Background: an optimization exercise with open tools, aiming at small area, a short achievable clock period and few clock cycles per item. Do not read the settings as production practice.
The RTL was checked by simulation tests, not by an equivalence proof against the original design.

--- standard.sh ---
#!/bin/bash
# synth_recipe.tcl (not shown) runs the flow's synth.tcl, then flattens the netlist and writes it again
# the make line also repeats each setting of config.mk as NAME=value (left out here)
make -C /OpenROAD-flow-scripts/flow DESIGN_CONFIG=/design/flow/config.mk WORK_HOME=/design/flow/orfs CLKGATE_MAP_FILE= SYNTH_SCRIPT=/design/flow/synth_recipe.tcl "${@:-finish}"
--- config.mk ---
export PLATFORM = sky130hd
export DESIGN_NAME = AES
export DESIGN_NICKNAME = AES
export VERILOG_FILES = /design/flow/design.v
export SDC_FILE = /design/flow/constraint.sdc
export NUM_CORES = 4
export LEC_CHECK = 0
export CAP_MARGIN = 20
export CORE_MARGIN = 2
export CORE_UTILIZATION = 40
export SETUP_SLACK_MARGIN = 2.8
export SLEW_MARGIN = 20
export SYNTH_HIERARCHICAL = 1
export SYNTH_MINIMUM_KEEP_SIZE = 0
--- constraint.sdc ---
create_clock -name core_clock -period 5.0 [get_ports {clk}]
set_input_delay 1.0000 -clock core_clock [delete_from_list [all_inputs] [get_ports {clk}]]
set_output_delay 1.0000 -clock core_clock [all_outputs]
set_load 0.01 [all_outputs]
--- flow/run.sh ---
#!/bin/bash
# The standard layout (the standard.sh, standard synthesis included), with the
# ports buffered by plain buffers instead of the delay buffers buffer_ports picks.
set -euo pipefail
export BUFFER_PORTS_ARGS="-buffer_cell sky130_fd_sc_hd__buf_1"
bash standard.sh > standard.log 2>&1
--- design.v ---
module g_a21oi(input A1, A2, B1, output Y);
    assign Y = (~A1&~B1) | (~A2&~B1);
endmodule
module g_a32oi(input A1, A2, A3, B1, B2, output Y);
    assign Y = (~A1&~B1) | (~A1&~B2) | (~A2&~B1) | (~A3&~B1) | (~A2&~B2) | (~A3&~B2);
endmodule
module g_clkinv(input A, output Y);
    assign Y = (~A);
endmodule
module g_nand2(input A, B, output Y);
    assign Y = (~A) | (~B);
endmodule
module g_nand2b(input A_N, B, output Y);
    assign Y = (A_N) | (~B);
endmodule
module g_nor2(input A, B, output Y);
    assign Y = (~A&~B);
endmodule
module g_o21ai(input A1, A2, B1, output Y);
    assign Y = (~A1&~A2) | (~B1);
endmodule
module g_o22ai(input A1, A2, B1, B2, output Y);
    assign Y = (~B1&~B2) | (~A1&~A2);
endmodule
module g_xor2(input A, B, output X);
    assign X = A ^ B;
endmodule
module NibbleSub(
    input [3:0] a,
    output [3:0] b
    );
    wire _00_, _01_, _02_, _03_, _04_, _05_, _06_, _07_, _08_, _09_, _10_, _11_, _12_, _13_;
    g_nand2b u0(.A_N(a[1]), .B(a[3]), .Y(_13_));
    g_clkinv u1(.A(a[0]), .Y(_00_));
    g_nand2 u2(.A(_00_), .B(a[2]), .Y(_01_));
    g_clkinv u3(.A(a[3]), .Y(_02_));
    g_nand2 u4(.A(_02_), .B(a[1]), .Y(_03_));
    g_nor2 u5(.A(_00_), .B(_03_), .Y(_04_));
    g_nand2 u6(.A(_13_), .B(_01_), .Y(_05_));
    g_o22ai u7(.A1(_13_), .A2(_01_), .B1(_04_), .B2(_05_), .Y(b[2]));
    g_nor2 u8(.A(_00_), .B(a[2]), .Y(_06_));
    g_a21oi u9(.A1(_00_), .A2(_13_), .B1(_06_), .Y(_07_));
    g_a21oi u10(.A1(_02_), .A2(a[1]), .B1(_07_), .Y(_08_));
    g_a21oi u11(.A1(a[2]), .A2(_04_), .B1(_08_), .Y(b[0]));
    g_o21ai u12(.A1(_00_), .A2(a[2]), .B1(_03_), .Y(_09_));
    g_o22ai u13(.A1(a[3]), .A2(a[2]), .B1(_00_), .B2(a[1]), .Y(_10_));
    g_nor2 u14(.A(_09_), .B(_10_), .Y(_11_));
    g_a21oi u15(.A1(_02_), .A2(_06_), .B1(_11_), .Y(b[3]));
    g_clkinv u16(.A(_05_), .Y(_12_));
    g_a32oi u17(.A1(a[3]), .A2(a[2]), .A3(_05_), .B1(_12_), .B2(_09_), .Y(b[1]));
endmodule
module key_generation(
    input  [15:0] k,
    input  [3:0]  r,
    output [15:0] p
    );
    wire [3:0] p4, p5, p6, p7, q23;
    g_xor2 x0[3:0] (.A(k[15:12]), .B(r),       .X(p4));
    g_xor2 x1[3:0] (.A(p4),       .B(k[11:8]), .X(p5));
    g_xor2 x2[3:0] (.A(p5),       .B(k[7:4]),  .X(p6));
    g_xor2 x3[3:0] (.A(k[7:4]),   .B(k[3:0]),  .X(q23));
    g_xor2 x4[3:0] (.A(p5),       .B(q23),     .X(p7));
    assign p = {p4, p5, p6, p7};
endmodule
module AES_datapath(
    input         load, busy, last,
    input  [15:0] s, t, p,
    input  [3:0]  sk,
    input  [15:0] data_input, input_vector, key,
    output [15:0] s_d, k_d
    );
    function [3:0] x2(input [3:0] a);
        x2 = {a[2:0], 1'b0} ^ {2'b00, a[3], a[3]};
    endfunction
    wire [3:0] u01 = x2(t[15:12] ^ t[11:8]) & {4{~last}};
    wire [3:0] u23 = x2(t[7:4] ^ t[3:0]) & {4{~last}};
    wire [15:0] m = t ^ {u01, u01, u23, u23};
    wire [15:0] kn = p ^ {4{sk}};
    wire        run = load | busy;
    assign k_d = (load ? key : kn) & {16{run}};
    wire [15:0] x = load ? (data_input ^ input_vector) : (busy ? m : s);
    assign s_d = x ^ k_d;
endmodule
module AES(
    input clk,nrst,load,
    input [15:0] data_input,input_vector,key,
    input  [3:0] round_number,
    output [15:0] data_output,
    output finish
    );
    reg [15:0] s, k;
    reg [3:0]  r;
    reg        last, busy, fin;
    wire [3:0] t0, t1, t2, t3;
    NibbleSub ns0(.a(s[15:12]), .b(t0));
    NibbleSub ns1(.a(s[3:0]),   .b(t1));
    NibbleSub ns2(.a(s[7:4]),   .b(t2));
    NibbleSub ns3(.a(s[11:8]),  .b(t3));
    wire [3:0] sk;
    NibbleSub ns4(.a(k[3:0]), .b(sk));
    wire [15:0] p;
    key_generation kp(.k(k), .r(r), .p(p));
    wire [15:0] s_d, k_d;
    AES_datapath dp(.load(load), .busy(busy), .last(last), .s(s), .t({t0, t1, t2, t3}), .sk(sk), .p(p),
                    .data_input(data_input), .input_vector(input_vector), .key(key),
                    .s_d(s_d), .k_d(k_d));
    wire [3:0]  r_d = load ? 4'd1 : r + 4'd1;
    always @(posedge clk) begin
        s    <= s_d;
        k    <= k_d;
        r    <= r_d;
        last <= (r_d == round_number);
    end
    always @(posedge clk or negedge nrst) begin
        if (!nrst) begin
            busy <= 1'b0;
            fin  <= 1'b0;
        end else if (load) begin
            busy <= 1'b1;
            fin  <= 1'b0;
        end else if (busy & last) begin
            busy <= 1'b0;
            fin  <= 1'b1;
        end
    end
    assign data_output = s;
    assign finish = fin;
endmodule
==> flow_summary.yaml, run 1 <==
worst_setup_path:
  cp_max_fo: 6
  cpPeakStageDelay_ps: 470
  cp.arrival_ps: 2220
  crit_path_end_kind: "flip-flop"
  crit_top_cell: "xnor2_1"
  r2r-end: "s[10]"
  crit_type: "flip-flop to flip-flop"
  crit_chain: "nand2b_1, nand2_1, a32oi_2, xnor2_1, nor2_1, xor2_1, o221ai_1, xnor2_1"
  r2r_setup_slack_ps: 2950
  crit_path_start_kind: "flip-flop"
  cpMaxStageDelayCell: "dfxtp_1"
  r2r_start: "s[1]"
  crit_start: "s[1]"
  critical_path_required_ps: 5170
  r2r_cells: 8
  crit_end: "s[10]"
clocking:
  tritoncts: "built"
  cts_buffers: 5
  cts_hold_buf: 0
  clk_latency_ps: 280
  cts_buffer_depth: 2
  clkTransAtPathRegs_ps: 80
  htreeDepth: 2
  clock_sinks: 39
  clockRootBuffer: "clkbuf_8"
global_route:
  grt_pass1_vias: 2298
  grt.total_usage_pct: 18.00
  grt-ovfl-total: 0
  grt_max_degree: 48
  antenna_found_initial: 0
  grt_pass1_wl_mm: 10.99
timing:
  layout_setup_ws_ps: 2949
  slew_headroom_pct: 57.96
  worstMarginPinSlew_ps: 630.6
  hold_violations: 0
  fin_tns_setup_ps: 0
  finalMaxSlewViolations: 0
  max_freq_ghz: 0.4875
  clock-skew-final_ps: 5.014
  min_period_over_period_pct: 41.03
  rsz0062_at_grt: "yes"
  setup_violations: 0
  min_period_ps: 2051
logic_synthesis:
  syn_area_sq_um: 2838
  ys_ff_latch: 39
  yosysSeqAreaShare_pct: 27.87
  synth_top_area_share_pct: 26.10
  yosys_warnings: 8
  synth_top_cell_by_area: "dfxtp_1"
  ys_types: 35
  synth_area_leaders: "dfxtp_1 (26%), xnor2_1 (17%), xor2_1 (12%), nand2_1 (6.9%), a21oi_2 (6.2%)"
  synth_edf_count: 0
  syn-num-nets: 402
  synth_ff_type: "dfxtp_1"
  syn_avg_cell_area_sq_um: 8.202
  syn_inst: 346
  synthArstFlopShare_pct: 5.128
layout:
  layout_common_cells: "buf_1 (70), xnor2_1 (55), nand2_1 (52)"
  fin_area_sq_um: 3337
  diodes: 0
  mostFrequentLayoutCell: "buf_1"
  nNetsFinal: 470
  drive_above_1_share_pct: 14.98
  syn_to_final_growth_pct: 17.59
placed_design:
  place_ws_ps: 2020
  dp_hpwl_mm: 5.335
  place_congestion: 0.8213
  dpl_cell_area_sq_um: 3117
  io_buffer_count: 71
detailed_routing:
  drcViolationCount: 0
  num_vias: 2532
  wire_per_inst_um: 13.87
  ant_nets: 0
  drtPass1Iterations: 4
  finalWirelength_mm: 7.073
  via_per_inst: 4.965
  drt_iter0_drc: 167
hold_path:
  hp-class: "input port to asynchronous set/reset pin"
die:
  rows: 30
  die_y_um: 88.23
  io_pins: 72
  design.die.area_sq_um: 7784
  coreArea_sq_um: 6832
  start_util_pct: 41.54
  die_w_um: 88.23
flow_run:
  maxCapViolCount: 0
outcome:
  status: "complete, no violations"
==> registers in the layout, indices dropped and copies added, names as in the netlist <==
signal,flops
fin,1
r,4
busy,1
s,16
last,1
k,16
==> per-layer routing <==
metal | global-route usage (%) | vias to the layer above | part of all wire, %
met5 | 0 | - | 0
met4 | 3.306 | 0 | 0.57
met1 | 26.85 | 1167 | 52
met2 | 27.61 | 56 | 43
li1 | - | 1304 | -
met3 | 2.985 | 5 | 4.0
==> per-stage QoR <==
step | instances | hold WS, ps | util, %
global placement | 498 | 484.6 | 45.62
floorplan | 346 | 469.7 | -
global route | 510 | 478.5 | 48.85
finish | 510 | 489.0 | 48.85
detailed placement | 498 | 493.6 | 45.62
CTS | 505 | 482.2 | 47.01
==> timing repair <==
action / in CTS / in global routing
setup buffers: 0 / 4
resized for setup: 2 / 26
pin swaps: 0 / 2
gates cloned: 0 / 1
endpoints found under the setup margin: 32 / 14
==> worst min-delay path by stage <==
stage	slack [ps]	from	to	depth (start not counted)
global placement	480	fin	fin	2
finish	490	nrst	fin	1
floorplan	470	last	busy	2
global route	480	nrst	fin	1
CTS	480	nrst	fin	1
detailed placement	490	fin	fin	2
==> Yosys cell counts (all sizes together), types with 9 or more instances <==
cell type	number
xor2	39
nor2	23
buf	9
o22ai	14
xnor2	55
a21oi	21
nand2	52
o221ai	12
inv	16
o21ai	27
dfxtp	37
==> area by class of cell <==
type | count | area [sq um]
Clock inverter | 1 | 5.005
Timing Repair Buffer | 75 | 300.3
Sequential cell | 39 | 807.0
Multi-Input combinational cell | 277 | 1962
Fill cell | 721 | 3495
Inverter | 16 | 60.06
Tap cell | 96 | 120.1
Clock buffer | 6 | 82.58
==> critical path: cells and delay by family, from the launching register on <==
| kind | cells | cell delay (ps) |
|---|---|---|
| and+or+nand+nor | 3 | 520 |
| DFF | 1 | 470 |
| AOI/OAI and AO/OA | 2 | 490 |
| xor gates and xnor gates | 3 | 450 |
==> cell families after synthesis <==
logic type               share of synthesized area [%]
multiplexers                                    0.5289
flip-flops                                       27.87
adder cells (fa/ha/maj)                         0.4408
buffers and inverters                            5.952
AO/OA/AOI/OAI                                    21.16
AND/OR/NAND/NOR                                  15.04
XOR/XNOR                                         29.01
==> per-module statistics from Yosys (local to each module, per instance), a selection <==
module | flops+latches | copies in the design | cells inside
AES | 39 | 1 | 63
AES_datapath | 0 | 1 | 173
g_a21oi | 0 | 20 | 1
g_a32oi | 0 | 5 | 1
g_clkinv | 0 | 15 | 1
g_nand2 | 0 | 15 | 1
g_nand2b | 0 | 5 | 1
g_nor2 | 0 | 15 | 1
g_o21ai | 0 | 5 | 1
g_o22ai | 0 | 10 | 1
g_xor2 | 0 | 20 | 1
Testbench counts, summed over its fixed seeds: cycles 1,935, items 192.
==> run 2: changes to the inputs <==
--- a/config.mk
+++ b/config.mk
@@ -8,7 +8,7 @@
 export CAP_MARGIN = 20
 export CORE_MARGIN = 2
 export CORE_UTILIZATION = 40
-export SETUP_SLACK_MARGIN = 2.8
+export SETUP_SLACK_MARGIN = 3.0
 export SLEW_MARGIN = 20
 export SYNTH_HIERARCHICAL = 1
 export SYNTH_MINIMUM_KEEP_SIZE = 0
==> run 2 against run 1 <==
Net effect:
- global-route usage grew 0.70 points
- critical endpoint is now s[0]
- synthesized cell count is the same
- register-to-register slack gained 70 ps
==> flow_summary.yaml, run 2 <==
logic_synthesis:
  synth_area_leaders: "dfxtp_1 (26%), xnor2_1 (17%), xor2_1 (12%), nand2_1 (6.9%), a21oi_2 (6.2%)"
  synth_ff_type: "dfxtp_1"
  ys_types: 35
  synth_top_cell_by_area: "dfxtp_1"
  synth_top_area_share_pct: 26.10
  yosys_warnings: 8
  syn-num-nets: 402
  syn_inst: 346
  synth_most_common_cell: "xnor2_1"
  synth_common_cells: "xnor2_1 (55), nand2_1 (52), xor2_1 (39)"
  ys_ff_latch: 39
  synthArstFlopShare_pct: 5.128
  yosysSeqAreaShare_pct: 27.87
  syn_area_sq_um: 2838
  synth_edf_count: 0
  syn_avg_cell_area_sq_um: 8.202
placed_design:
  dp_hpwl_mm: 5.335
  dp.cells: 498
  place_congestion: 0.8213
  io_buffer_count: 71
die:
  die_y_um: 88.23
  start_util_pct: 41.54
  design.die.area_sq_um: 7784
  die_w_um: 88.23
  rows: 30
  io_pins: 72
  coreArea_sq_um: 6832
detailed_routing:
  finalWirelength_mm: 7.398
  ant_nets: 0
  drt_iter0_drc: 116
  wire_per_inst_um: 14.37
  num_vias: 2610
  drcViolationCount: 0
  via_per_inst: 5.068
  drtPass1Iterations: 4
worst_setup_path:
  critical_path_required_ps: 5170
  crit_path_start_kind: "flip-flop"
  cp_max_fo: 6
  crit_type: "flip-flop to flip-flop"
  cp.arrival_ps: 2140
  crit_path_end_kind: "flip-flop"
timing:
  hold_violations: 0
  worst_hold_slack_ps: 491.1
  min_period_ps: 1977
  max_freq_ghz: 0.5059
  clock-skew-final_ps: 3.406
  rsz0062_at_grt: "yes"
  min_period_over_period_pct: 39.53
  worstMarginPinSlew_ps: 604.9
  setup_violations: 0
  finalMaxSlewViolations: 0
  slew_headroom_pct: 59.68
  fin_tns_setup_ps: 0
flow_run:
  maxCapViolCount: 0
layout:
  syn_to_final_growth_pct: 28.62
  final_util_pct: 53.42
  drive_above_1_share_pct: 26.73
  fillerInstances: 685
  diodes: 0
  nNetsFinal: 475
  final_cells: 515
  layout_common_cells: "buf_1 (70), xnor2_1 (51), nand2_1 (48)"
  reg_top3: "k x16, s x16, r x4"
  mostFrequentLayoutCell: "buf_1"
clocking:
  clockRootBuffer: "clkbuf_8"
  clkTransAtPathRegs_ps: 70
  cts_buffers: 5
  clk_latency_ps: 280
  cts_hold_buf: 0
  htreeDepth: 2
  cts_buffer_depth: 2
  tritoncts: "built"
  clock_sinks: 39
hold_path:
  hp-class: "input port to asynchronous set/reset pin"
global_route:
  grt.total_usage_pct: 18.70
  antenna_found_initial: 0
  grt_pass1_wl_mm: 11.38
  grt-ovfl-total: 0
  grt_pass1_vias: 2374
  grt_max_degree: 49
outcome:
  status: "complete, no violations"
-- run 2: cell count changes in the layout (fill, tap and decap cells not counted), sizes merged --
cell  delta
buf      +5
-- run 2: through the flow --
step	worst slack, ps	instance area, sq um
2_1_floorplan	3046	2838
3_3_place_gp	2042	3117
3_5_place_dp	2020	3117
4_1_cts	2984	3371
5_1_grt	2939	3650
6_report	3023	3650
-- run 2: worst max-delay path, cell delays in order (launching register included) --
cell,delay (ps)
dfxtp_4,380
inv_2,80
nand2_1,100
o21ai_2,100
nor2_1,80
a21oi_2,170
xor2_1,240
and2b_2,240
xor2_2,220
o221ai_2,120
xnor2_1,130
-- run 2: worst paths after layout --
path                             from    to  slack, ps  cells after the start
worst max-delay path            s[11]  s[0]       3020                     10
worst min-delay path             nrst   fin        490                      1
worst max register to register  s[11]  s[0]       3020                     10
worst min register to register    fin   fin        510                      2
max in group asynchronous        nrst  busy       4380                      1
min in group core_clock           fin   fin        510                      2
-- run 2: per-module statistics from Yosys (local to each module, per instance), excerpt --
| module | cells inside | times used | flip-flops and latches |
|---|---|---|---|
| g_clkinv | 1 | 15 | 0 |
| g_nand2b | 1 | 5 | 0 |
| g_o21ai | 1 | 5 | 0 |
| AES_datapath | 173 | 1 | 0 |
| g_xor2 | 1 | 20 | 0 |
| AES | 63 | 1 | 39 |
| g_nand2 | 1 | 15 | 0 |
| g_a32oi | 1 | 5 | 0 |
| g_a21oi | 1 | 20 | 0 |
| g_nor2 | 1 | 15 | 0 |
| g_o22ai | 1 | 10 | 0 |
-- run 2: cell type report --
class	instances	area, sq um	area share (%)
clock buffers	6	82.58	2.263
well taps	96	120.1	3.291
flip-flops and latches	39	825.8	22.63
multi-input cells	277	2210	60.54
inverters	16	62.56	1.714
repair buffers	80	344.1	9.427
clock inverters	1	5.005	0.1371
-- run 2: logic make-up after synthesis --
family / after synthesis / synth area share, %
AOI/OAI and AO/OA: 85 / 21.16
xor gates and xnor gates: 94 / 29.01
adders and majority gates: 1 / 0.4408
buffers and inverters: 31 / 5.952
DFF: 39 / 27.87
muxes: 1 / 0.5289
and+or+nand+nor: 95 / 15.04
-- run 2: repair_timing --
action                                  CTS  global route
gates resized for setup                  34            51
setup buffers                             5             4
pin swaps                                 5            13
gates cloned                              1             0
endpoints found under the setup margin   33            17
-- run 2: routing by layer --
metal  wire, um  global-route usage, %  share of wire, %  up-vias
li1           -                      -                 -     1322
met1       3758                  27.56                51     1221
met2       3281                  28.98                44       60
met3        298                  2.985               4.0        7
met4         60                  3.857              0.81        0
met5          0                      0                 0        -
==> run 3: changes to the inputs <==
--- a/config.mk
+++ b/config.mk
@@ -8,6 +8,8 @@
 export CAP_MARGIN = 20
 export CORE_MARGIN = 2
 export CORE_UTILIZATION = 40
+export CTS_CLUSTER_DIAMETER = 500
+export CTS_CLUSTER_SIZE = 50
 export SETUP_SLACK_MARGIN = 3.0
 export SLEW_MARGIN = 20
 export SYNTH_HIERARCHICAL = 1
==> run 3 against run 2 <==
Net effect:
- sequential cell count did not move
- fmax is the same
- area after synthesis is the same
- wire length is the same
- critical path depth did not move
- setup slack stayed put
- synthesized cell count stayed put
- critical path type unchanged
- critical endpoint unchanged
- largest cell class unchanged
==> flow_summary.yaml, run 3 <==
logic_synthesis:
  synth_top_family_by_area: "XOR/XNOR gates"
  synth_compound_gate_area_share_pct: 21.16
  ys_types: 35
  synth_xor_area_share_pct: 29.01
  synth_common_cells: "xnor2_1 (55), nand2_1 (52), xor2_1 (39)"
  synth_top_area_share_pct: 26.10
  yosys_warnings: 8
  syn_avg_cell_area_sq_um: 8.202
  synthSimpleGateAreaFrac_pct: 15.04
  ys_ff_latch: 39
  syn-num-nets: 402
  synth_top_cell_by_area: "dfxtp_1"
  yosys.area_share.adder_pct: 0.4409
  synth_most_common_cell: "xnor2_1"
  synth_edf_count: 0
  synth_ff_type: "dfxtp_1"
  synthArstFlopShare_pct: 5.128
  synth_area_leaders: "dfxtp_1 (26%), xnor2_1 (17%), xor2_1 (12%), nand2_1 (6.9%), a21oi_2 (6.2%)"
  syn_area_sq_um: 2838
  synthMuxAreaShare_pct: 0.5291
  yosysSeqAreaShare_pct: 27.87
  syn_inst: 346
clocking:
  cts_buffer_depth: 2
  clk_latency_ps: 280
  cts_hold_buf: 0
  clkTransAtPathRegs_ps: 70
  htreeDepth: 2
  cts_buffers: 5
  tritoncts: "built"
  clock_sinks: 39
  clockRootBuffer: "clkbuf_8"
global_route:
  antenna_found_initial: 0
  use_met2_pct: 28.98
  grt_max_degree: 49
  grt-ovfl-total: 0
  gr-usage-met1_pct: 27.56
  grt.total_usage_pct: 18.70
  globalRoute.busiestLayer: "met2"
  grt_pass1_wl_mm: 11.38
  use_met3_pct: 2.985
  grt_pass1_vias: 2374
flow_run:
  maxCapViolCount: 0
timing:
  clock-skew-final_ps: 3.406
  layout_setup_ws_ps: 3023
  hold_violations: 0
  finalMaxSlewViolations: 0
  fin_tns_setup_ps: 0
  worst_hold_slack_ps: 491.1
  slew_headroom_pct: 59.68
  worstMarginPinSlew_ps: 604.9
  max_freq_ghz: 0.5059
  rsz0062_at_grt: "yes"
  setup_violations: 0
  min_period_ps: 1977
  min_period_over_period_pct: 39.53
placed_design:
  dpl_cell_area_sq_um: 3117
  io_buffer_count: 71
  place_congestion: 0.8213
  dp_hpwl_mm: 5.335
  place_ws_ps: 2020
worst_setup_path:
  cpPeakStageDelay_ps: 380
  crit_type: "flip-flop to flip-flop"
  crit_chain: "inv_2, nand2_1, o21ai_2, nor2_1, a21oi_2, xor2_1, and2b_2, xor2_2, o221ai_2, xnor2_1"
  critical_path_required_ps: 5170
  cp_max_fo: 6
  crit_start: "s[11]"
  cpMaxStageDelayCell: "dfxtp_4"
  crit_path_start_kind: "flip-flop"
  crit_path_end_kind: "flip-flop"
  r2r_start: "s[11]"
  cp.arrival_ps: 2140
hold_path:
  hp-class: "input port to asynchronous set/reset pin"
die:
  die_w_um: 88.23
  coreArea_sq_um: 6832
  die_y_um: 88.23
  design.die.area_sq_um: 7784
  rows: 30
  start_util_pct: 41.54
  io_pins: 72
layout:
  diodes: 0
  mostFrequentLayoutCell: "buf_1"
  syn_to_final_growth_pct: 28.62
  drive_above_1_share_pct: 26.73
  final_util_pct: 53.42
  layout_common_cells: "buf_1 (70), xnor2_1 (51), nand2_1 (48)"
  fin_area_sq_um: 3650
  nNetsFinal: 475
  reg_top3: "k x16, s x16, r x4"
outcome:
  status: "complete, no violations"
detailed_routing:
  drtPass1Iterations: 4
  via_per_inst: 5.068
  num_vias: 2610
  wire_per_inst_um: 14.37
  drt_iter0_drc: 116
  ant_nets: 0
  finalWirelength_mm: 7.398
  drcViolationCount: 0
[run 3: cell counts after synthesis]
Identical to the previous run, type by type.
[run 3: routing by layer]
metal / wire [um] / vias up
met1: 3758 / 1221
li1: - / 1322
met3: 298 / 7
met2: 3281 / 60
met5: 0 / -
met4: 60 / 0
[run 3: path summary, 6_finish.rpt]
kind	to	slack [ps]	cells past startpoint
worst min-delay path	fin	490	1
worst max register to register	s[0]	3020	10
worst min register to register	fin	510	2
worst max-delay path	s[0]	3020	10
max in group asynchronous	busy	4380	1
min in group core_clock	fin	510	2
[run 3: logic make-up (layout without fill, tap and decap cells)]
logic type               after synthesis  in the layout
buffers and inverters                 31            103
multiplexers                           1              1
adder cells (fa/ha/maj)                1              1
flip-flops                            39             39
AND/OR/NAND/NOR                       95             96
AO/OA/AOI/OAI                         85             85
XOR/XNOR                              94             94
[run 3: stage by stage]
step                instances
global route              515
CTS                       511
detailed placement        498
global placement          498
floorplan                 346
finish                    515
[run 3: area by class of cell]
cell class	count	area (sq um)
clock buffers	6	82.58
clock inverters	1	5.005
flip-flops and latches	39	825.8
fillers	685	3182
inverters	16	62.56
well taps	96	120.1
multi-input cells	277	2210
repair buffers	80	344.1
[run 3: critical path: cells and delay by family (launching register included)]
kind / cells / cell delay [ps]
xor gates and xnor gates: 3 / 590
and+or+nand+nor: 3 / 420
AOI/OAI and AO/OA: 3 / 390
DFF: 1 / 380
buffers and inverters: 1 / 80
[run 3: repair_timing]
| item | CTS | global route |
|---|---|---|
| endpoints found under the setup margin | 33 | 17 |
| setup buffers | 5 | 4 |
| pin swaps | 5 | 13 |
| resized for setup | 34 | 51 |
| cloned | 1 | 0 |
[run 3: per-module statistics from Yosys (local to each module, per instance), a selection]
module | area, sq um | copies in the design | cells | flops+latches
AES_datapath | 1199 | 1 | 173 | 0
g_nand2 | 3.754 | 15 | 1 | 0
g_nor2 | 3.754 | 15 | 1 | 0
AES | 957.2 | 1 | 63 | 39
g_xor2 | 8.758 | 20 | 1 | 0
g_clkinv | 3.754 | 15 | 1 | 0
g_a32oi | 8.758 | 5 | 1 | 0
g_o21ai | 5.005 | 5 | 1 | 0
g_o22ai | 6.256 | 10 | 1 | 0
==> run 4: changes to the inputs <==
--- a/config.mk
+++ b/config.mk
@@ -8,9 +8,7 @@
 export CAP_MARGIN = 20
 export CORE_MARGIN = 2
 export CORE_UTILIZATION = 40
-export CTS_CLUSTER_DIAMETER = 500
-export CTS_CLUSTER_SIZE = 50
-export SETUP_SLACK_MARGIN = 3.0
+export SETUP_SLACK_MARGIN = 2.85
 export SLEW_MARGIN = 20
 export SYNTH_HIERARCHICAL = 1
 export SYNTH_MINIMUM_KEEP_SIZE = 0
==> run 4 against run 3 <==
Net effect:
- via count decreased by 2.3%
- register-to-register slack got worse by 60 ps
- global-route usage decreased by 0.39 points
- die area unchanged
- setup slack got worse by 56 ps
- clock skew about the same
- critical endpoint is now s[10]
- largest cell class unchanged
==> flow_summary.yaml, run 4 <==
outcome:
  status: "complete, no violations"
logic_synthesis:
  synth_top_cell_by_area: "dfxtp_1"
  yosysSeqAreaShare_pct: 27.87
  syn_inst: 346
  yosys_warnings: 8
  ys_ff_latch: 39
  synth_top_area_share_pct: 26.10
  synth_most_common_cell: "xnor2_1"
  syn_avg_cell_area_sq_um: 8.202
  synth_edf_count: 0
  syn_area_sq_um: 2838
  syn-num-nets: 402
  ys_types: 35
  synth_common_cells: "xnor2_1 (55), nand2_1 (52), xor2_1 (39)"
  synth_area_leaders: "dfxtp_1 (26%), xnor2_1 (17%), xor2_1 (12%), nand2_1 (6.9%), a21oi_2 (6.2%)"
  synth_ff_type: "dfxtp_1"
  synthArstFlopShare_pct: 5.128
worst_setup_path:
  crit_cells: 9
  crit_type: "flip-flop to flip-flop"
  crit_chain: "nand2b_1, nand2_1, inv_1, a32oi_4, xnor2_1, nor2_1, xor2_1, o221ai_1, xnor2_1"
  cpMaxStageDelayCell: "dfxtp_2"
  cp.arrival_ps: 2200
  crit_family: "simple AND/OR/NAND/NOR gates"
  cp.buffers_inverters: 1
  r2r_start: "s[13]"
  crit_top_cell: "xnor2_1"
  cpPeakStageDelay_ps: 360
  cp_max_fo: 6
  r2r_cells: 9
  crit_path_end_kind: "flip-flop"
  critical_path_required_ps: 5170
  crit_path_start_kind: "flip-flop"
  r2r-end: "s[10]"
  r2r_setup_slack_ps: 2970
global_route:
  grt-ovfl-total: 0
  grt_max_degree: 49
  grt.total_usage_pct: 18.31
  grt_pass1_vias: 2319
  antenna_found_initial: 0
  grt_pass1_wl_mm: 11.14
layout:
  drive_above_1_share_pct: 17.39
  nNetsFinal: 470
  mostFrequentLayoutCell: "buf_1"
  syn_to_final_growth_pct: 19.44
  fin_area_sq_um: 3390
  diodes: 0
  layout_common_cells: "buf_1 (70), xnor2_1 (54), nand2_1 (51)"
  reg_top3: "k x16, s x16, r x4"
timing:
  min_period_over_period_pct: 40.64
  fin_tns_setup_ps: 0
  hold_violations: 0
  finalMaxSlewViolations: 0
  setup_violations: 0
  worst_hold_slack_ps: 487.0
  clock-skew-final_ps: 3.686
  min_period_ps: 2032
  slew_headroom_pct: 58.15
  worstMarginPinSlew_ps: 627.8
  rsz0062_at_grt: "yes"
  max_freq_ghz: 0.4921
detailed_routing:
  ant_nets: 0
  drt_iter0_drc: 106
  finalWirelength_mm: 7.019
  num_vias: 2550
  drtPass1Iterations: 4
  via_per_inst: 5.000
  drcViolationCount: 0
  wire_per_inst_um: 13.76
placed_design:
  dp_hpwl_mm: 5.335
  io_buffer_count: 71
  dpl_cell_area_sq_um: 3117
  place_congestion: 0.8213
clocking:
  clockRootBuffer: "clkbuf_8"
  clk_latency_ps: 280
  cts_hold_buf: 0
  cts_buffer_depth: 2
  tritoncts: "built"
  cts_buffers: 5
  clock_sinks: 39
  clkTransAtPathRegs_ps: 70
  htreeDepth: 2
die:
  coreArea_sq_um: 6832
  design.die.area_sq_um: 7784
  die_w_um: 88.23
  rows: 30
  io_pins: 72
  die_y_um: 88.23
  start_util_pct: 41.54
hold_path:
  hp-class: "input port to asynchronous set/reset pin"
flow_run:
  maxCapViolCount: 0
## run 4: per-stage QoR
stage	worst slack [ps]	std cells	utilization (%)
final	2968	510	49.62
after CTS	2857	506	47.22
after detailed placement	2020	498	45.62
after global routing	2820	510	49.62
after floorplan	3046	346	-
after global placement	2042	498	45.62
## run 4: logic make-up (layout without fill, tap and decap cells)
| logic type | count (synthesis) | in the layout | share of synthesized area [%] |
|---|---|---|---|
| compound gates | 85 | 85 | 21.16 |
| xor+xnor | 94 | 94 | 29.01 |
| fa+ha+maj | 1 | 1 | 0.4408 |
| buf+inv | 31 | 98 | 5.952 |
| flops | 39 | 39 | 27.87 |
| mux | 1 | 1 | 0.5289 |
| simple gates | 95 | 96 | 15.04 |
## run 4: worst max path at each step
stage	from	endpoint	slack (ps)
global route	s[9]	s[7]	2820
floorplan	load	s[10]	3050
CTS	s[9]	s[6]	2860
finish	s[13]	s[10]	2970
detailed placement	load	s[13]	2020
global placement	load	s[4]	2040
## run 4: final cells by class
class	instances	area, sq um
Fill cell	717	3442
Multi-Input combinational cell	277	2013
Sequential cell	39	808.3
Timing Repair Buffer	75	300.3
Tap cell	96	120.1
Clock buffer	6	82.58
Inverter	16	60.06
Clock inverter	1	5.005
## run 4: metal layers
metal  part of all wire [%]  wire length [um]  vias up  track usage [%]
li1                       -                 -     1305                -
met1                     52              3640     1176            27.25
met2                     43              3026       62            27.96
met3                    4.2               293        7            2.985
met4                   0.85                60        0            3.857
met5                      0                 0        -                0
## run 4: repair_timing
action                     4_1_cts  5_1_grt
pin swaps                        0        2
resized for setup                3       36
gates cloned                     1        0
buffers inserted                 0        4
setup endpoints to repair       33       13
## run 4: Yosys stat by module (local to each module, per instance), a selection
module / copies in the design / area, sq um
AES_datapath: 1 / 1199
AES: 1 / 957.2
g_a21oi: 20 / 8.758
g_a32oi: 5 / 8.758
g_xor2: 20 / 8.758
g_nand2b: 5 / 6.256
g_o22ai: 10 / 6.256
g_o21ai: 5 / 5.005
g_clkinv: 15 / 3.754
g_nand2: 15 / 3.754
g_nor2: 15 / 3.754
==> run 5: changes to the inputs <==
--- a/config.mk
+++ b/config.mk
@@ -8,7 +8,7 @@
 export CAP_MARGIN = 20
 export CORE_MARGIN = 2
 export CORE_UTILIZATION = 40
-export SETUP_SLACK_MARGIN = 2.85
+export SETUP_SLACK_MARGIN = 2.75
 export SLEW_MARGIN = 20
 export SYNTH_HIERARCHICAL = 1
 export SYNTH_MINIMUM_KEEP_SIZE = 0
==> run 5 against run 4 <==
Net effect:
- non-clock buffer count shrank 3
- largest cell class unchanged
- critical path depth shrank 5
- critical endpoint is now s[8]
- sequential cell count is the same
- register-to-register slack lost 80 ps
- fmax shrank 4.0%
- synthesized cell count is the same
- count of clock-buffer cells in the layout is the same
- clock skew is essentially flat
==> flow_summary.yaml, run 5 <==
global_route:
  grt-ovfl-total: 0
  grt_max_degree: 48
  grt.total_usage_pct: 18.00
  grt_pass1_wl_mm: 10.99
  antenna_found_initial: 0
  grt_pass1_vias: 2298
die:
  design.die.area_sq_um: 7784
  coreArea_sq_um: 6832
  start_util_pct: 41.54
  die_w_um: 88.23
  io_pins: 72
  die_y_um: 88.23
  rows: 30
detailed_routing:
  dr_wl_met2_mm: 3.091
  wl_met1_mm: 3.491
  drcViolationCount: 0
  ant_nets: 0
  routed.top_layer: "met4"
  num_vias: 2543
  drt_iter0_drc: 164
  wl_met3_um: 408
  finalWirelength_mm: 7.010
  via_per_inst: 5.016
  drtPass1Iterations: 5
  wire_per_inst_um: 13.83
worst_setup_path:
  crit_path_end_kind: "flip-flop"
  crit_type: "input port to flip-flop"
  crit_path_start_kind: "input port"
  crit_family: "simple AND/OR/NAND/NOR gates"
  crit_cells: 4
  cp_max_fo: 48
  crit_start: "load"
  crit_end: "s[8]"
  r2r_setup_slack_ps: 2890
  r2r_start: "s[1]"
  crit_chain: "clkbuf_4, or2_2, o221ai_1, xnor2_1"
  cp.buffers_inverters: 1
  cpMaxStageDelayCell: "or2_2"
  critical_path_required_ps: 5210
  cp.arrival_ps: 2320
  cpPeakStageDelay_ps: 500
  r2r-end: "s[10]"
  r2r_cells: 8
clocking:
  clk_latency_ps: 280
  htreeDepth: 2
  clkTransAtPathRegs_ps: 70
  cts_hold_buf: 0
  clockRootBuffer: "clkbuf_8"
  tritoncts: "built"
  cts_buffer_depth: 2
  clock_sinks: 39
  cts_buffers: 5
flow_run:
  maxCapViolCount: 0
layout:
  mostFrequentLayoutCell: "buf_1"
  syn_to_final_growth_pct: 15.92
  drive_above_1_share_pct: 11.68
  nNetsFinal: 467
  diodes: 0
  fillerInstances: 729
  layout_common_cells: "buf_1 (70), xnor2_1 (55), nand2_1 (52)"
  reg_top3: "k x16, s x16, r x4"
timing:
  rsz0062_at_grt: "yes"
  clock-skew-final_ps: 3.524
  finalMaxSlewViolations: 0
  setup_violations: 0
  worstMarginPinSlew_ps: 607.4
  min_period_over_period_pct: 42.34
  slew_headroom_pct: 59.51
  hold_violations: 0
  min_period_ps: 2117
  layout_setup_ws_ps: 2883
  fin_tns_setup_ps: 0
  max_freq_ghz: 0.4724
logic_synthesis:
  synth_common_cells: "xnor2_1 (55), nand2_1 (52), xor2_1 (39)"
  synth_top_area_share_pct: 26.10
  synth_top_cell_by_area: "dfxtp_1"
  synth_area_leaders: "dfxtp_1 (26%), xnor2_1 (17%), xor2_1 (12%), nand2_1 (6.9%), a21oi_2 (6.2%)"
  syn_area_sq_um: 2838
  syn_avg_cell_area_sq_um: 8.202
  synth_ff_type: "dfxtp_1"
  yosysSeqAreaShare_pct: 27.87
  yosys_warnings: 8
  synth_most_common_cell: "xnor2_1"
  ys_ff_latch: 39
  syn-num-nets: 402
  ys_types: 35
  syn_inst: 346
  synth_edf_count: 0
  synthArstFlopShare_pct: 5.128
placed_design:
  dp_hpwl_mm: 5.335
  place_ws_ps: 2020
  place_congestion: 0.8213
  io_buffer_count: 71
outcome:
  status: "complete, no violations"
hold_path:
  hp-class: "input port to asynchronous set/reset pin"
==> run 5: changes by cell type in the layout (fill, tap and decap cells not counted), moves of 3 or more <==
| cell | delta |
|---|---|
| dfxtp_2 | -10 |
| dfxtp_1 | +10 |
| inv_1 | +3 |
| inv_2 | -3 |
| buf_4 | -3 |
==> run 5: per-layer routing <==
metal,up-vias,global-route usage [%]
met3,2,2.985
li1,1301,-
met1,1169,26.85
met4,0,3.306
met2,71,27.61
met5,-,0
==> run 5: how the worst min path moves through the flow <==
stage                       to  slack [ps]  depth (start not counted)
final                      fin         490                          1
after global routing       fin         480                          1
after CTS                  fin         480                          1
after detailed placement   fin         490                          2
after global placement     fin         480                          2
after floorplan           busy         470                          2
==> run 5: worst register-to-register path: stages, from the launching register on <==
cell and delay (ps):
dfxtp_1 460, nand2b_1 210, nand2_1 100, a32oi_1 380, xnor2_1 120, nor2_1 190
xor2_1 190, o221ai_1 180, xnor2_1 160
==> run 5: layout make-up <==
class	count	area (sq um)	area share, %
Tap cell	96	120.1	3.652
Clock buffer	6	82.58	2.510
Inverter	16	60.06	1.826
Timing Repair Buffer	72	277.8	8.444
Sequential cell	39	795.8	24.19
Multi-Input combinational cell	277	1948	59.22
Clock inverter	1	5.005	0.1521
==> run 5: per-stage QoR <==
step	std cells	instance area, sq um	util (%)	hold WS (ps)
after CTS	505	3212	47.01	482.2
after detailed placement	498	3117	45.62	493.6
after global placement	498	3117	45.62	484.6
final	507	3289	48.15	490.2
after floorplan	346	2838	-	469.7
after global routing	507	3289	48.15	478.5
==> run 5: repair_timing <==
item / CTS / global route
pin swaps: 0 / 1
setup buffers: 0 / 1
resized for setup: 2 / 13
setup endpoints to repair: 32 / 13
gates cloned: 0 / 1
==> run 5: modules after synthesis, one instance, submodules excluded, a selection <==
module | cells | area, sq um
g_a32oi | 1 | 8.758
g_clkinv | 1 | 3.754
g_o21ai | 1 | 5.005
AES_datapath | 173 | 1199
g_o22ai | 1 | 6.256
g_nand2 | 1 | 3.754
g_a21oi | 1 | 8.758
AES | 63 | 957.2
g_nor2 | 1 | 3.754
g_xor2 | 1 | 8.758
g_nand2b | 1 | 6.256
==> run 5: logic make-up (layout without fill, tap and decap cells) <==
family	count (synthesis)	after routing	synth area share, %
XOR/XNOR	94	94	29.01
AO/OA/AOI/OAI	85	85	21.16
AND/OR/NAND/NOR	95	96	15.04
adder cells (fa/ha/maj)	1	1	0.4408
multiplexers	1	1	0.5289
flip-flops	39	39	27.87
buffers and inverters	31	95	5.952
==> run 6: changes to the inputs <==
--- a/config.mk
+++ b/config.mk
@@ -8,7 +8,8 @@
 export CAP_MARGIN = 20
 export CORE_MARGIN = 2
 export CORE_UTILIZATION = 40
-export SETUP_SLACK_MARGIN = 2.75
+export CTS_BUF_LIST = sky130_fd_sc_hd__clkbuf_2 sky130_fd_sc_hd__clkbuf_4
+export SETUP_SLACK_MARGIN = 2.8
 export SLEW_MARGIN = 20
 export SYNTH_HIERARCHICAL = 1
 export SYNTH_MINIMUM_KEEP_SIZE = 0
==> run 6 against run 5 <==
Net effect:
- still clean on timing, DRC and antenna
- count of clock-buffer cells in the layout down 1
- global-route usage increased by 0.23 points
- sequential share of layout area up 0.40 points
==> flow_summary.yaml, run 6 <==
detailed_routing:
  wl_met1_mm: 3.534
  routed.top_layer: "met4"
  wire_per_inst_um: 13.93
  ant_nets: 0
  wl_met3_um: 383
  dr_wl_met2_mm: 3.080
  drtPass1Iterations: 4
  finalWirelength_mm: 7.063
  drt_iter0_drc: 141
  drcViolationCount: 0
  num_vias: 2547
  via_per_inst: 5.024
timing:
  fin_tns_setup_ps: 0
  slew_headroom_pct: 59.84
  max_freq_ghz: 0.4898
  clock-skew-final_ps: 9.233
  worst_hold_slack_ps: 431.0
  worstMarginPinSlew_ps: 602.4
  rsz0062_at_grt: "yes"
  finalMaxSlewViolations: 0
  hold_violations: 0
  setup_violations: 0
  min_period_ps: 2042
  min_period_over_period_pct: 40.84
worst_setup_path:
  crit_start: "load"
  cp_max_fo: 48
  r2r_cells: 9
  r2r_start: "s[12]"
  cp.arrival_ps: 2300
  crit_path_start_kind: "input port"
  r2r_setup_slack_ps: 2960
  crit_chain: "clkbuf_4, or2_2, o221ai_1, xnor2_1"
  critical_path_required_ps: 5260
  crit_family: "simple AND/OR/NAND/NOR gates"
  cp.buffers_inverters: 1
  cpMaxStageDelayCell: "or2_2"
  crit_path_end_kind: "flip-flop"
  r2r-end: "s[12]"
  cpPeakStageDelay_ps: 500
  crit_cells: 4
  crit_end: "s[8]"
  crit_type: "input port to flip-flop"
logic_synthesis:
  yosys_warnings: 8
  synth_top_cell_by_area: "dfxtp_1"
  ys_types: 35
  syn-num-nets: 402
  ys_ff_latch: 39
  synth_area_leaders: "dfxtp_1 (26%), xnor2_1 (17%), xor2_1 (12%), nand2_1 (6.9%), a21oi_2 (6.2%)"
  synth_edf_count: 0
  synth_top_area_share_pct: 26.10
  yosysSeqAreaShare_pct: 27.87
  syn_inst: 346
  synth_most_common_cell: "xnor2_1"
  synthArstFlopShare_pct: 5.128
  synth_ff_type: "dfxtp_1"
  synth_common_cells: "xnor2_1 (55), nand2_1 (52), xor2_1 (39)"
  syn_avg_cell_area_sq_um: 8.202
  syn_area_sq_um: 2838
hold_path:
  hp-class: "input port to asynchronous set/reset pin"
clocking:
  clk_latency_ps: 340
  htreeDepth: 2
  clock_sinks: 39
  cts_buffers: 5
  clockRootBuffer: "clkbuf_4"
  clkTransAtPathRegs_ps: 110
  cts_buffer_depth: 2
  tritoncts: "built"
die:
  start_util_pct: 41.54
  rows: 30
  io_pins: 72
  coreArea_sq_um: 6832
  die_w_um: 88.23
  die_y_um: 88.23
  design.die.area_sq_um: 7784
placed_design:
  dp.cells: 498
  place_congestion: 0.8213
  io_buffer_count: 71
  dp_hpwl_mm: 5.335
layout:
  final_cells: 507
  diodes: 0
  mostFrequentLayoutCell: "buf_1"
  layout_common_cells: "buf_1 (70), xnor2_1 (54), nand2_1 (52)"
  final_util_pct: 48.04
  fillerInstances: 740
  reg_top3: "k x16, s x16, r x4"
  syn_to_final_growth_pct: 15.65
  nNetsFinal: 467
  drive_above_1_share_pct: 14.60
global_route:
  grt_pass1_wl_mm: 11.09
  grt_max_degree: 48
  grt-ovfl-total: 0
  grt.total_usage_pct: 18.23
  grt_pass1_vias: 2303
  antenna_found_initial: 0
flow_run:
  maxCapViolCount: 0
outcome:
  status: "complete, no violations"
run 6: cell counts after synthesis:
Identical to the previous run, type by type.
run 6: kinds of logic (layout without fill, tap and decap cells):
kind of cell	after synthesis	count (layout)	share of synthesized area, %
xor+xnor	94	94	29.01
compound gates	85	85	21.16
fa+ha+maj	1	1	0.4408
buf+inv	31	95	5.952
flops	39	39	27.87
mux	1	1	0.5289
simple gates	95	96	15.04
run 6: worst reg2reg max path, stage by stage (launching register included):
cell      delay (ps)
dfxtp_1          390
inv_1            120
o21ai_1          200
nor2_1            90
a21oi_2          170
xor2_1           190
and2b_2          190
xor2_1           210
o221ai_1         210
xnor2_1          160
run 6: cell type report:
| class | count | area (sq um) | share of cell area, % |
|---|---|---|---|
| clock buffer | 5 | 37.54 | 1.144 |
| clock inverter | 2 | 8.758 | 0.2669 |
| inverter | 16 | 60.06 | 1.830 |
| multi-input combinational | 277 | 1971 | 60.05 |
| sequential | 39 | 807.0 | 24.59 |
| tap | 96 | 120.1 | 3.660 |
| timing repair buffer | 72 | 277.8 | 8.464 |
run 6: how the worst min path moves through the flow:
| stage | end | slack, ps | depth (start not counted) |
|---|---|---|---|
| 6_report | fin | 430 | 1 |
| 5_1_grt | fin | 410 | 1 |
| 4_1_cts | fin | 420 | 1 |
| 3_5_place_dp | fin | 490 | 2 |
| 3_3_place_gp | fin | 480 | 2 |
| 2_1_floorplan | busy | 470 | 2 |
run 6: repair_timing:
action	in CTS	in global routing
hold buffers	0	0
setup buffers	0	1
gates cloned	0	1
pin swaps	0	1
resized for setup	2	26
setup endpoints to repair	32	13
run 6: metrics by stage:
| step | worst slack [ps] | cell area [sq um] |
|---|---|---|
| after CTS | 2846 | 3171 |
| after floorplan | 3046 | 2838 |
| after global routing | 2803 | 3282 |
| after global placement | 2042 | 3117 |
| final | 2958 | 3282 |
| after detailed placement | 2020 | 3117 |
run 6: metal layers:
layer / vias to the layer above / GRT usage (%)
met5: - / 0
met4: 0 / 4.545
met3: 5 / 2.985
met2: 74 / 27.55
met1: 1162 / 27.07
li1: 1306 / -
run 6: per-module statistics from Yosys (local to each module, per instance), a selection:
module | copies in the design | cell area [sq um] | cells
g_nor2 | 15 | 3.754 | 1
g_a21oi | 20 | 8.758 | 1
AES_datapath | 1 | 1199 | 173
AES | 1 | 957.2 | 63
g_o22ai | 10 | 6.256 | 1
g_clkinv | 15 | 3.754 | 1
g_xor2 | 20 | 8.758 | 1
==> run 7: changes to the inputs <==
--- a/config.mk
+++ b/config.mk
@@ -8,7 +8,7 @@
 export CAP_MARGIN = 20
 export CORE_MARGIN = 2
 export CORE_UTILIZATION = 40
-export CTS_BUF_LIST = sky130_fd_sc_hd__clkbuf_2 sky130_fd_sc_hd__clkbuf_4
+export CTS_BUF_LIST = sky130_fd_sc_hd__clkbuf_4
 export SETUP_SLACK_MARGIN = 2.8
 export SLEW_MARGIN = 20
 export SYNTH_HIERARCHICAL = 1
==> run 7 against run 6 <==
Net effect:
- sequential share of layout area unchanged
- still clean on timing, DRC and antenna
- die area unchanged
- critical path depth unchanged
- non-clock buffer count unchanged
- highest routed layer unchanged
==> flow_summary.yaml, run 7 <==
logic_synthesis:
  synth_top_area_share_pct: 26.10
  synth_most_common_cell: "xnor2_1"
  ys_types: 35
  ys_ff_latch: 39
  synth_ff_type: "dfxtp_1"
  synthArstFlopShare_pct: 5.128
  syn_inst: 346
  yosysSeqAreaShare_pct: 27.87
  syn_area_sq_um: 2838
  synth_edf_count: 0
  syn-num-nets: 402
  yosys_warnings: 8
  syn_avg_cell_area_sq_um: 8.202
  synth_common_cells: "xnor2_1 (55), nand2_1 (52), xor2_1 (39)"
  synth_top_cell_by_area: "dfxtp_1"
  synth_area_leaders: "dfxtp_1 (26%), xnor2_1 (17%), xor2_1 (12%), nand2_1 (6.9%), a21oi_2 (6.2%)"
global_route:
  grt_pass1_wl_mm: 11.09
  grt_max_degree: 48
  grt.total_usage_pct: 18.23
  grt-ovfl-total: 0
  grt_pass1_vias: 2303
  antenna_found_initial: 0
detailed_routing:
  finalWirelength_mm: 7.063
  ant_nets: 0
  via_per_inst: 5.024
  num_vias: 2547
  wire_per_inst_um: 13.93
  drcViolationCount: 0
  drtPass1Iterations: 4
  drt_iter0_drc: 141
timing:
  min_period_ps: 2042
  max_freq_ghz: 0.4898
  setup_violations: 0
  hold_violations: 0
  worstMarginPinSlew_ps: 602.4
  clock-skew-final_ps: 9.233
  finalMaxSlewViolations: 0
  fin_tns_setup_ps: 0
  rsz0062_at_grt: "yes"
  slew_headroom_pct: 59.84
  min_period_over_period_pct: 40.84
die:
  die_w_um: 88.23
  die_y_um: 88.23
  design.die.area_sq_um: 7784
  coreArea_sq_um: 6832
  io_pins: 72
  start_util_pct: 41.54
  rows: 30
layout:
  diodes: 0
  drive_above_1_share_pct: 14.60
  fin_area_sq_um: 3282
  mostFrequentLayoutCell: "buf_1"
  layout_common_cells: "buf_1 (70), xnor2_1 (54), nand2_1 (52)"
  reg_top3: "k x16, s x16, r x4"
  nNetsFinal: 467
  final_util_pct: 48.04
  syn_to_final_growth_pct: 15.65
worst_setup_path:
  crit_path_start_kind: "input port"
  crit_path_end_kind: "flip-flop"
  r2r-end: "s[12]"
  r2r_start: "s[12]"
  r2r_setup_slack_ps: 2960
  cp.arrival_ps: 2300
  r2r_cells: 9
  cp_max_fo: 48
  crit_type: "input port to flip-flop"
  critical_path_required_ps: 5260
hold_path:
  hp-class: "input port to asynchronous set/reset pin"
clocking:
  clock_sinks: 39
  cts_hold_buf: 0
  cts_buffer_depth: 2
  htreeDepth: 2
  clk_latency_ps: 340
  clockRootBuffer: "clkbuf_4"
  cts_buffers: 5
  tritoncts: "built"
  clkTransAtPathRegs_ps: 110
placed_design:
  dp_hpwl_mm: 5.335
  place_congestion: 0.8213
  dpl_cell_area_sq_um: 3117
  io_buffer_count: 71
flow_run:
  maxCapViolCount: 0
outcome:
  status: "complete, no violations"
run 7: cell counts in the layout (fill, tap and decap cells not counted):
Identical to the previous run, type by type.
run 7: per-module statistics from Yosys (local to each module, per instance), excerpt:
| module | times used | cells | flip-flops and latches | area [sq um] |
|---|---|---|---|---|
| g_xor2 | 20 | 1 | 0 | 8.758 |
| g_nand2 | 15 | 1 | 0 | 3.754 |
| g_nor2 | 15 | 1 | 0 | 3.754 |
| g_o22ai | 10 | 1 | 0 | 6.256 |
| g_o21ai | 5 | 1 | 0 | 5.005 |
| AES_datapath | 1 | 173 | 0 | 1199 |
| g_a32oi | 5 | 1 | 0 | 8.758 |
| g_a21oi | 20 | 1 | 0 | 8.758 |
| AES | 1 | 63 | 39 | 957.2 |
run 7: critical path, cell delays in order:
cell and delay (ps):
clkbuf_4 320, or2_2 500, o221ai_1 320, xnor2_1 150
run 7: stage by stage:
step / hold slack, ps / std cells / setup WS (ps)
floorplan: 469.7 / 346 / 3046
global placement: 484.6 / 498 / 2042
detailed placement: 493.6 / 498 / 2020
CTS: 424.9 / 505 / 2846
global route: 405.7 / 507 / 2803
finish: 431.0 / 507 / 2958
run 7: cell families after synthesis:
logic type,synth area share (%)
AOI/OAI and AO/OA,21.16
xor gates and xnor gates,29.01
adders and majority gates,0.4408
buffers and inverters,5.952
DFF,27.87
muxes,0.5289
and+or+nand+nor,15.04
run 7: layer usage:
metal	vias up	GRT usage (%)	wire [um]
met2	74	27.55	3080
met1	1162	27.07	3534
met3	5	2.985	383
met4	0	4.545	65
met5	-	0	0
li1	1306	-	-
run 7: how the worst max path moves through the flow:
stage,startpoint,to,depth (start not counted)
2_1_floorplan,load,s[10],5
3_3_place_gp,load,s[4],4
3_5_place_dp,load,s[13],6
4_1_cts,s[9],s[6],8
5_1_grt,s[4],s[7],9
6_report,load,s[8],4
run 7: cell type report:
type | instances | area, sq um
fillers | 740 | 3550
well taps | 96 | 120.1
clock inverters | 2 | 8.758
multi-input cells | 277 | 1971
flip-flops and latches | 39 | 807.0
clock buffers | 5 | 37.54
inverters | 16 | 60.06
repair buffers | 72 | 277.8
run 7: repair_timing:
| item | CTS | global route |
|---|---|---|
| resized for setup | 2 | 26 |
| setup endpoints to repair | 32 | 13 |
| gates cloned | 0 | 1 |
| pin swaps | 0 | 1 |
| setup buffers | 0 | 1 |
==> run 8: changes to the inputs <==
--- a/config.mk
+++ b/config.mk
@@ -9,7 +9,7 @@
 export CORE_MARGIN = 2
 export CORE_UTILIZATION = 40
 export CTS_BUF_LIST = sky130_fd_sc_hd__clkbuf_4
-export SETUP_SLACK_MARGIN = 2.8
+export SETUP_SLACK_MARGIN = 2.9
 export SLEW_MARGIN = 20
 export SYNTH_HIERARCHICAL = 1
 export SYNTH_MINIMUM_KEEP_SIZE = 0
==> run 8 against run 7 <==
Net effect:
- first-iteration DRC count down 22%
- die area is the same
- count of clock-buffer cells in the layout unchanged
- design area rose by 4.6%
- critical endpoint is now s[6]
- largest cell class unchanged
- highest routed layer unchanged
==> flow_summary.yaml, run 8 <==
global_route:
  globalRoute.busiestLayer: "met2"
  use_met2_pct: 28.16
  use_met3_pct: 2.985
  grt_pass1_vias: 2341
  grt_pass1_wl_mm: 11.28
  gr-usage-met1_pct: 27.51
  grt_max_degree: 49
  grt.total_usage_pct: 18.59
  grt-ovfl-total: 0
  antenna_found_initial: 0
logic_synthesis:
  yosysSeqAreaShare_pct: 27.87
  ys_types: 35
  ys_ff_latch: 39
  syn-num-nets: 402
  yosys_warnings: 8
  syn_inst: 346
  synth_top_cell_by_area: "dfxtp_1"
  synth_ff_type: "dfxtp_1"
  synthArstFlopShare_pct: 5.128
  syn_avg_cell_area_sq_um: 8.202
  synth_edf_count: 0
  synth_most_common_cell: "xnor2_1"
  syn_area_sq_um: 2838
  synth_common_cells: "xnor2_1 (55), nand2_1 (52), xor2_1 (39)"
  synth_area_leaders: "dfxtp_1 (26%), xnor2_1 (17%), xor2_1 (12%), nand2_1 (6.9%), a21oi_2 (6.2%)"
  synth_top_area_share_pct: 26.10
worst_setup_path:
  crit_end: "s[6]"
  r2r_cells: 8
  crit_path_start_kind: "flip-flop"
  crit_family: "compound AO/OA/AOI/OAI gates"
  crit_path_end_kind: "flip-flop"
  cpPeakStageDelay_ps: 430
  crit_cells: 8
  r2r_start: "s[9]"
  cpMaxStageDelayCell: "dfxtp_2"
  cp.buffers_inverters: 0
  critical_path_required_ps: 5230
  crit_top_cell: "xnor2_1"
  crit_chain: "nand2b_1, nand2_1, a32oi_2, xnor2_1, nor2_2, xor2_1, o221ai_1, xnor2_1"
  crit_start: "s[9]"
  cp_max_fo: 6
  crit_type: "flip-flop to flip-flop"
  r2r_setup_slack_ps: 2920
  r2r-end: "s[6]"
  cp.arrival_ps: 2310
placed_design:
  dp_hpwl_mm: 5.335
  place_ws_ps: 2020
  io_buffer_count: 71
  place_congestion: 0.8213
layout:
  reg_top3: "k x16, s x16, r x4"
  nNetsFinal: 473
  syn_to_final_growth_pct: 20.94
  mostFrequentLayoutCell: "buf_1"
  layout_common_cells: "buf_1 (70), xnor2_1 (53), nand2_1 (50)"
  drive_above_1_share_pct: 19.66
  diodes: 0
  fillerInstances: 718
die:
  coreArea_sq_um: 6832
  design.die.area_sq_um: 7784
  die_w_um: 88.23
  die_y_um: 88.23
  start_util_pct: 41.54
  rows: 30
  io_pins: 72
outcome:
  status: "complete, no violations"
timing:
  min_period_ps: 2079
  setup_violations: 0
  clock-skew-final_ps: 13.36
  worstMarginPinSlew_ps: 629.6
  worst_hold_slack_ps: 429.4
  hold_violations: 0
  rsz0062_at_grt: "yes"
  finalMaxSlewViolations: 0
  max_freq_ghz: 0.4811
  slew_headroom_pct: 58.03
  fin_tns_setup_ps: 0
  layout_setup_ws_ps: 2921
  min_period_over_period_pct: 41.57
detailed_routing:
  drcViolationCount: 0
  drt_iter0_drc: 110
  ant_nets: 0
  via_per_inst: 5.045
  drtPass1Iterations: 4
  wire_per_inst_um: 14.37
  num_vias: 2588
  finalWirelength_mm: 7.373
hold_path:
  hp-class: "input port to asynchronous set/reset pin"
clocking:
  clk_latency_ps: 340
  clockRootBuffer: "clkbuf_4"
  htreeDepth: 2
  clkTransAtPathRegs_ps: 120
  cts_buffer_depth: 2
  cts_buffers: 5
  tritoncts: "built"
  cts_hold_buf: 0
  clock_sinks: 39
flow_run:
  maxCapViolCount: 0
[run 8: cell counts after synthesis]
Identical to the previous run, type by type.
[run 8: final cells by class]
| type | count | area [sq um] | share of cell area, % |
|---|---|---|---|
| inverters | 16 | 60.06 | 1.750 |
| well taps | 96 | 120.1 | 3.500 |
| repair buffers | 78 | 322.8 | 9.406 |
| flip-flops and latches | 39 | 814.5 | 23.73 |
| clock buffers | 5 | 37.54 | 1.094 |
| clock inverters | 2 | 8.758 | 0.2552 |
| multi-input cells | 277 | 2068 | 60.26 |
[run 8: metrics by stage]
stage,util (%),area [sq um],instances
finish,50.24,3432,513
CTS,47.07,3216,507
floorplan,-,2838,346
global placement,45.62,3117,498
global route,50.24,3432,513
detailed placement,45.62,3117,498
[run 8: worst min path at each step]
stage | startpoint | to | slack [ps] | depth (start not counted)
6_report | nrst | fin | 430 | 1
4_1_cts | nrst | fin | 420 | 1
2_1_floorplan | last | busy | 470 | 2
5_1_grt | nrst | fin | 410 | 1
3_5_place_dp | fin | fin | 490 | 2
3_3_place_gp | fin | fin | 480 | 2
[run 8: repair_timing]
item                       in CTS  in global routing
setup endpoints to repair      32                 19
pin swaps                       1                  2
setup buffers                   1                  6
cloned                          1                  0
gates resized for setup         7                 42
[run 8: per-layer routing]
layer | share of wire (%) | up-vias
li1 | - | 1315
met1 | 50 | 1198
met2 | 44 | 68
met3 | 4.5 | 7
met4 | 1.2 | 0
met5 | 0 | -
[run 8: kinds of logic (layout without fill, tap and decap cells)]
| group | after synthesis | in the layout | synth area share [%] |
|---|---|---|---|
| xor+xnor | 94 | 94 | 29.01 |
| buf+inv | 31 | 101 | 5.952 |
| compound gates | 85 | 85 | 21.16 |
| simple gates | 95 | 96 | 15.04 |
| flops | 39 | 39 | 27.87 |
| fa+ha+maj | 1 | 1 | 0.4408 |
| mux | 1 | 1 | 0.5289 |
[run 8: worst register-to-register path, delay by kind of cell (launching register included)]
kind	cells	cell delay [ps]
AND/OR/NAND/NOR	3	510
XOR/XNOR	3	500
flip-flops	1	430
AO/OA/AOI/OAI	2	530
[run 8: per-module statistics from Yosys, one instance, submodules excluded, a selection]
| module | flops+latches | copies in the design | area (sq um) |
|---|---|---|---|
| g_nand2b | 0 | 5 | 6.256 |
| g_o21ai | 0 | 5 | 5.005 |
| g_a32oi | 0 | 5 | 8.758 |
| AES | 39 | 1 | 957.2 |
| g_a21oi | 0 | 20 | 8.758 |
| AES_datapath | 0 | 1 | 1199 |
| g_nor2 | 0 | 15 | 3.754 |
| g_nand2 | 0 | 15 | 3.754 |

separate check: timing with driven ports:
No port has a modelled driver above. Below, the same layouts with a new extraction and two added sets of constraints. Step 1, drivers: a clkbuf_16 drives clk and a buf_2 each remaining input, both assumed. Step 2 adds t to the input delays and takes it off the output delays; t is the mean of the earliest and latest rising clock arrival at the registers after step 1. Input paths then give back, and output paths get back, about the clock's delay inside the block. Three values: ideal, step 1, step 2; two values: the first two.
run	t (ns)	setup WS [ns]	worst hold slack (ns)
run 1	0.307	2.949 / 2.949 / 2.675	0.489 / 0.495 / 0.514
run 2	0.303	3.023 / 3.023 / 2.811	0.491 / 0.497 / 0.514
run 3	0.303	3.023 / 3.023 / 2.811	0.491 / 0.497 / 0.514
run 4	0.305	2.968 / 2.968 / 2.669	0.487 / 0.493 / 0.514
run 5	0.305	2.883 / 2.886 / 2.584	0.490 / 0.496 / 0.513
run 6	0.357	2.958 / 2.956 / 2.607	0.431 / 0.437 / 0.522
run 7	0.357	2.958 / 2.956 / 2.607	0.431 / 0.437 / 0.522
run 8	0.359	2.921 / 2.921 / 2.596	0.429 / 0.435 / 0.522
After both steps setup and hold are still met in every run listed.
